Background: an optimization exercise with open tools, aiming at small area. Do not read the settings as production practice. Only simulation tests tie the RTL to the original design; equivalence was not proved. The clock port is modelled as an ideal driver; clocking choices that lean on that would not hold on a real chip. Power and IR drop assume default switching activity.

old:
==> flow/design.v <==
`timescale 1ns/1ns
module lock_by_sequence_detector_pro(clk, rst, BTN, code_8bit, digit_seg, digit_cath, R_N5_T5, G_R3_T6);
input clk;
input rst;
input BTN;
input [7:0] code_8bit;
output [7:0] digit_seg;
output [1:0] digit_cath;
output [1:0] R_N5_T5;
output [1:0] G_R3_T6;
reg b1, b2;
always @(posedge clk or posedge rst)
	if (rst) begin b1 <= 1'b0; b2 <= 1'b0; end
	else begin b1 <= BTN; b2 <= b1; end
wire key_edge = b1 & ~b2;
localparam [17:0] DP = 18'h2aaaa;
reg [17:0] d;
wire dclr = rst | key_edge;
wire dm = (d[16:0] == DP[16:0]);
wire dev = dm & ~d[17];
always @(posedge clk)
	if (dclr) d <= DP;
	else d <= {~d[16:0], ~(d[17] ^ d[10]) ^ dm};
reg ks, pls;
always @(posedge clk or posedge rst)
	if (rst) begin ks <= 1'b0; pls <= 1'b0; end
	else begin
		if (dev) ks <= BTN;
		pls <= dev & BTN & ~ks;
	end
reg [1:0] cnt;
wire cnt3 = cnt[1] & ~cnt[0];
always @(posedge clk or posedge rst)
	if (rst) cnt <= 2'b00;
	else if (cnt3 | pls) cnt <= {cnt[0], ~cnt[1]};
wire cnt0 = ~cnt[1] & ~cnt[0];
wire cnt1 = ~cnt[1] & cnt[0];
wire byte_ok = cnt1 ? (code_8bit == 8'h00) : (code_8bit == 8'hff);
reg ok;
always @(posedge clk)
	if (pls) ok <= (ok | cnt0) & byte_ok;
reg pend;
always @(posedge clk)
	pend <= cnt3;
wire correct = pend & ok;
wire wrong = pend & ~ok;
reg [1:0] choose;
reg self_lock;
always @(posedge clk or posedge rst)
	if (rst) begin choose <= 2'b00; self_lock <= 1'b0; end
	else begin
		if (pend) choose <= ok ? 2'b00 : {choose[0], ~choose[1]};
		if (choose[1] & ~choose[0]) self_lock <= 1'b1;
	end
localparam [24:0] TT = 25'h14fd512;
reg goff, roff;
reg [24:0] tg, tr;
wire g_end = (tg == TT);
wire r_end = (tr == TT);
always @(posedge clk or posedge rst)
	if (rst) begin goff <= 1'b1; roff <= 1'b1; end
	else begin
		goff <= goff ? ~correct : g_end;
		roff <= roff ? ~wrong : r_end;
	end
always @(posedge clk) begin
	tg <= goff ? 25'd0 : {~tg[23:0], ~(tg[24] ^ tg[21])};
	tr <= roff ? 25'd0 : {~tr[23:0], ~(tr[24] ^ tr[21])};
end
assign R_N5_T5 = {2{~(self_lock | ~roff)}};
assign G_R3_T6 = {2{self_lock | goff}};
localparam [10:0] QP = 11'h2aa;
localparam [10:0] QR = 11'h54a;
reg [10:0] q;
wire qm = (q[9:0] == QP[9:0]);
always @(posedge clk)
	if (rst) q <= QR;
	else q <= {~q[9:0], q[10] ^ q[8] ^ qm};
reg sel;
always @(posedge clk or posedge rst)
	if (rst) sel <= 1'b0;
	else if (q[10] & qm) sel <= ~sel;
assign digit_cath = {sel, ~sel};
wire [3:0] digit = sel ? code_8bit[7:4] : code_8bit[3:0];
wire [3:0] dn = ~digit;
wire [15:0] mt;
assign mt[0] = dn[3] & dn[2] & dn[1] & dn[0];
assign mt[1] = dn[3] & dn[2] & dn[1] & digit[0];
assign mt[2] = dn[3] & dn[2] & digit[1] & dn[0];
assign mt[3] = dn[3] & dn[2] & digit[1] & digit[0];
assign mt[4] = dn[3] & digit[2] & dn[1] & dn[0];
assign mt[5] = dn[3] & digit[2] & dn[1] & digit[0];
assign mt[6] = dn[3] & digit[2] & digit[1] & dn[0];
assign mt[7] = dn[3] & digit[2] & digit[1] & digit[0];
assign mt[8] = digit[3] & dn[2] & dn[1] & dn[0];
assign mt[9] = digit[3] & dn[2] & dn[1] & digit[0];
assign mt[10] = digit[3] & dn[2] & digit[1] & dn[0];
assign mt[11] = digit[3] & dn[2] & digit[1] & digit[0];
assign mt[12] = digit[3] & digit[2] & dn[1] & dn[0];
assign mt[13] = digit[3] & digit[2] & dn[1] & digit[0];
assign mt[14] = digit[3] & digit[2] & digit[1] & dn[0];
assign mt[15] = digit[3] & digit[2] & digit[1] & digit[0];
wire seg_a = mt[0] | mt[2] | mt[3] | mt[5] | mt[6] | mt[7] | mt[8] | mt[9] | mt[10] | mt[12] | mt[14] | mt[15];
wire seg_b = mt[0] | mt[1] | mt[2] | mt[3] | mt[4] | mt[7] | mt[8] | mt[9] | mt[10] | mt[13];
wire seg_c = mt[0] | mt[1] | mt[3] | mt[4] | mt[5] | mt[6] | mt[7] | mt[8] | mt[9] | mt[10] | mt[11] | mt[13];
wire seg_d = mt[0] | mt[2] | mt[3] | mt[5] | mt[6] | mt[8] | mt[9] | mt[11] | mt[12] | mt[13] | mt[14];
wire seg_e = mt[0] | mt[2] | mt[6] | mt[8] | mt[10] | mt[11] | mt[12] | mt[13] | mt[14] | mt[15];
wire seg_f = mt[0] | mt[4] | mt[5] | mt[6] | mt[8] | mt[9] | mt[10] | mt[11] | mt[12] | mt[14] | mt[15];
wire seg_g = mt[2] | mt[3] | mt[4] | mt[5] | mt[6] | mt[8] | mt[9] | mt[10] | mt[11] | mt[13] | mt[14] | mt[15];
assign digit_seg = {seg_a, seg_b, seg_c, seg_d, seg_e, seg_f, seg_g, 1'b0};
endmodule
export LEC_CHECK = 0
export CAP_MARGIN = 20
export CORE_MARGIN = 2
export CORE_UTILIZATION = 70
export CTS_BUF_LIST = sky130_fd_sc_hd__clkbuf_4
export SLEW_MARGIN = 20
create_clock -name core_clock -period 10.0 [get_ports {clk}]
standard.sh (not shown) runs the stock make flow with config.mk's settings and CLKGATE_MAP_FILE= SYNTH_SCRIPT=/design/flow/synth_recipe.tcl, a recipe that flattens the netlist after the stock synthesis.
==> flow/flow/run.sh <==
#!/bin/bash
# The standard ORFS layout (the standard.sh), changed in two places:
# the port buffers use the smallest buffer, and clock tree synthesis
# inserts no dummy loads and uses smaller sink clusters.
set -o pipefail
export BUFFER_PORTS_ARGS="-buffer_cell sky130_fd_sc_hd__buf_1"
export CTS_ARGS="-sink_clustering_enable -repair_clock_nets -buf_list {sky130_fd_sc_hd__clkbuf_4 sky130_fd_sc_hd__clkbuf_8} -sink_clustering_size 10 -dont_use_dummy_load"
bash standard.sh > standard.log 2>&1
old reached the end of the flow, and the finished layout is clean on the timing, design-rule and antenna checks.
Input changes introduced in new (baseline for comparison: old):
# old
export LEC_CHECK = 0
export CAP_MARGIN = 20
export CORE_MARGIN = 2
export CORE_UTILIZATION = 70
export CTS_BUF_LIST = sky130_fd_sc_hd__clkbuf_4
export SLEW_MARGIN = 20
create_clock -name core_clock -period 10.0 [get_ports {clk}]
# new
export LEC_CHECK = 0
export CAP_MARGIN = 20
export CORE_MARGIN = 2
export CORE_UTILIZATION = 70
export CTS_BUF_LIST = sky130_fd_sc_hd__clkbuf_8
export SLEW_MARGIN = 20
create_clock -name core_clock -period 10.0 [get_ports {clk}]
==> flow/run.sh (new file) <==
#!/bin/bash
# synth_recipe.tcl (not shown) runs the flow's synth.tcl, then flattens the netlist and writes it again
# the make line also repeats each setting of config.mk as NAME=value (left out here)
make -C /OpenROAD-flow-scripts/flow DESIGN_CONFIG=/design/flow/config.mk WORK_HOME=/design/flow/orfs CLKGATE_MAP_FILE= SYNTH_SCRIPT=/design/flow/synth_recipe.tcl finish
removed: flow/flow/run.sh
removed: flow/standard.sh
Findings:
Compared to old, the routing of new uses more wire. Arrival time at the worst endpoint: new vs old up 810 ps. Antenna diode count essentially unchanged between new and old. Relative to old, the time the worst path needs with I/O delays and setup of new is higher by 810 ps. The cell area of new exceeds that of old by 230 um2.

Another version of the RTL of lock_by_sequence_detector_pro (not shown whole).
Size: about 260 cells after synthesis, ~93 flip-flops, about 25 I/O pins, about 2900 um2 of cells after synthesis.
Settings: LEC_CHECK=0, CAP_MARGIN=20, CORE_MARGIN=2, CORE_UTILIZATION=70, CTS_BUF_LIST=sky130_fd_sc_hd__clkbuf_4, SLEW_MARGIN=20; clock period 10.0 ns.
==> flow/flow/run.sh <==
#!/bin/bash
# The standard ORFS layout (the standard.sh), changed in three places:
# the port buffers use the smallest buffer, clock tree synthesis uses
# clkbuf_4 and inserts no dummy loads, and after it the clock buffers with
# a large fanout are upsized (flow/post_cts.tcl).
set -o pipefail
export BUFFER_PORTS_ARGS="-buffer_cell sky130_fd_sc_hd__buf_1"
export CTS_ARGS="-sink_clustering_enable -repair_clock_nets -buf_list sky130_fd_sc_hd__clkbuf_4 -dont_use_dummy_load"
export POST_CTS_TCL="$PWD/flow/post_cts.tcl"
bash standard.sh > standard.log 2>&1
==> flow/flow/post_cts.tcl <==
# After clock tree synthesis: a clkbuf_4 that drives many flip-flops gives
# them a slow clock edge, so each clock buffer driving 12 or more pins is
# upsized to clkbuf_8, and the placement is legalised again.
set upsized 0
foreach inst [get_cells *] {
  if { [get_property $inst ref_name] ne "sky130_fd_sc_hd__clkbuf_4" } { continue }
  set name [get_full_name $inst]
  set net [get_nets -of_objects [get_pins $name/X]]
  set fanout [llength [get_pins -of_objects $net -filter "direction==input"]]
  if { $fanout >= 12 } {
    replace_cell $name sky130_fd_sc_hd__clkbuf_8
    incr upsized
    puts "post_cts: upsized $name (fanout $fanout)"
  }
}
puts "post_cts: upsized $upsized clock buffers"
if { $upsized > 0 } {
  detailed_placement
  check_placement -verbose
}
==> next run, changes <==
CORE_UTILIZATION = 85   (was 70)
PLACE_DENSITY = 0.9   (was unset)
The new run ran to the end with no violations.
Setup slack got worse by 36 ps.
Die area is lower by about a fifth.
Sequential power hardly moves.
Final area stays flat.
Final cell count is lower slightly.
Register-to-register slack got worse by 40 ps.
Clock power is higher by roughly a tenth.
Flip-flop and latch count does not change.
Utilization is higher by 16 points.
Maximum frequency is lower slightly.
==> next run, changes <==
==> flow/flow/post_cts.tcl (replaced) <==
# After clock tree synthesis:
# 1. Logic cells that synthesis upsized for speed are set back to their
#    smallest drive strength (the design has several ns of slack); then
#    repair_design fixes any slew or capacitance limit this breaks.
# 2. A clkbuf_4 that drives many flip-flops gives them a slow clock edge, so
#    each clock buffer driving 12 or more pins is upsized to clkbuf_8.
# The placement is legalised again afterwards.
set db [ord::get_db]
set block [ord::get_db_block]
set downsized 0
foreach inst [$block getInsts] {
  set master [$inst getMaster]
  set mname [$master getName]
  if { [$master getType] ne "CORE" } { continue }
  if { ![regexp {^(sky130_fd_sc_hd__[a-z0-9]+)_([0-9]+)$} $mname -> base size] } { continue }
  if { [string match "*__df*" $base] || [string match "*__sdf*" $base] || [string match "*__edf*" $base] } { continue }
  if { [string match "*clkbuf*" $base] || [string match "*tap*" $base] || [string match "*conb*" $base] } { continue }
  set best ""
  set best_area [expr {[$master getWidth] * [$master getHeight]}]
  foreach s {0 1 2} {
    if { $s >= $size } { break }
    set cand [$db findMaster "${base}_$s"]
    if { $cand eq "NULL" || $cand eq "" } { continue }
    set a [expr {[$cand getWidth] * [$cand getHeight]}]
    if { $a < $best_area } { set best $cand; set best_area $a }
  }
  if { $best ne "" } {
    puts "post_cts: [$inst getName] $mname -> [$best getName]"
    $inst swapMaster $best
    incr downsized
  }
}
puts "post_cts: downsized $downsized logic cells"

set upsized 0
foreach inst [get_cells *] {
  if { [get_property $inst ref_name] ne "sky130_fd_sc_hd__clkbuf_4" } { continue }
  set name [get_full_name $inst]
  set net [get_nets -of_objects [get_pins $name/X]]
  set fanout [llength [get_pins -of_objects $net -filter "direction==input"]]
  if { $fanout >= 12 } {
    replace_cell $name sky130_fd_sc_hd__clkbuf_8
    incr upsized
    puts "post_cts: upsized $name (fanout $fanout)"
  }
}
puts "post_cts: upsized $upsized clock buffers"
estimate_parasitics -placement
repair_design -cap_margin 20 -slew_margin 20
detailed_placement
check_placement -verbose
CORE_UTILIZATION = 70   (was 85)
PLACE_DENSITY = unset   (was 0.9)
Die area came out higher by 20%.
Setup slack gains 39 ps.
Synthesized cell count stays the same.
Total power fell by about 2.8%.
Design area decreases by about 0.7%.
Via count shrinks by about 8%.

[afterwards: timing with drivers on the ports]
In the flow no input, the clock included, has a driving cell. The finished layouts below were timed again as built, in two steps.
Step 1 sets driving cells, clkbuf_16 on the clock port and buf_2 on the other inputs (assumed; they add their load-dependent delay and slew).
Step 2 moves the port delays by t, midway between the first and last clock arrival at a register: inputs arrive t later, outputs are due t later. That takes back most of the time a late clock gives input paths.
Slacks: ideal / step 1 / step 2; pairs: ideal / step 1.
run | shift t [ns] | slack for setup (ns) | cell pins on the clock port's net
old | 0.359 | 4.829 / 4.810 / 4.810 | 1
new | 0.364 | 4.021 / 3.996 / 3.996 | 1
the first run of note 2 | 0.423 | 4.512 / 4.492 / 4.492 | 1
the second run of note 2 | 0.429 | 4.476 / 4.444 / 4.444 | 1
the third run of note 2 | 0.417 | 4.515 / 4.495 / 4.495 | 1
After both steps every run listed still meets setup and hold. The setup slack of the second run of note 2, which loses most, moves by -0.032 ns with the drivers and by -0.032 ns with both steps.
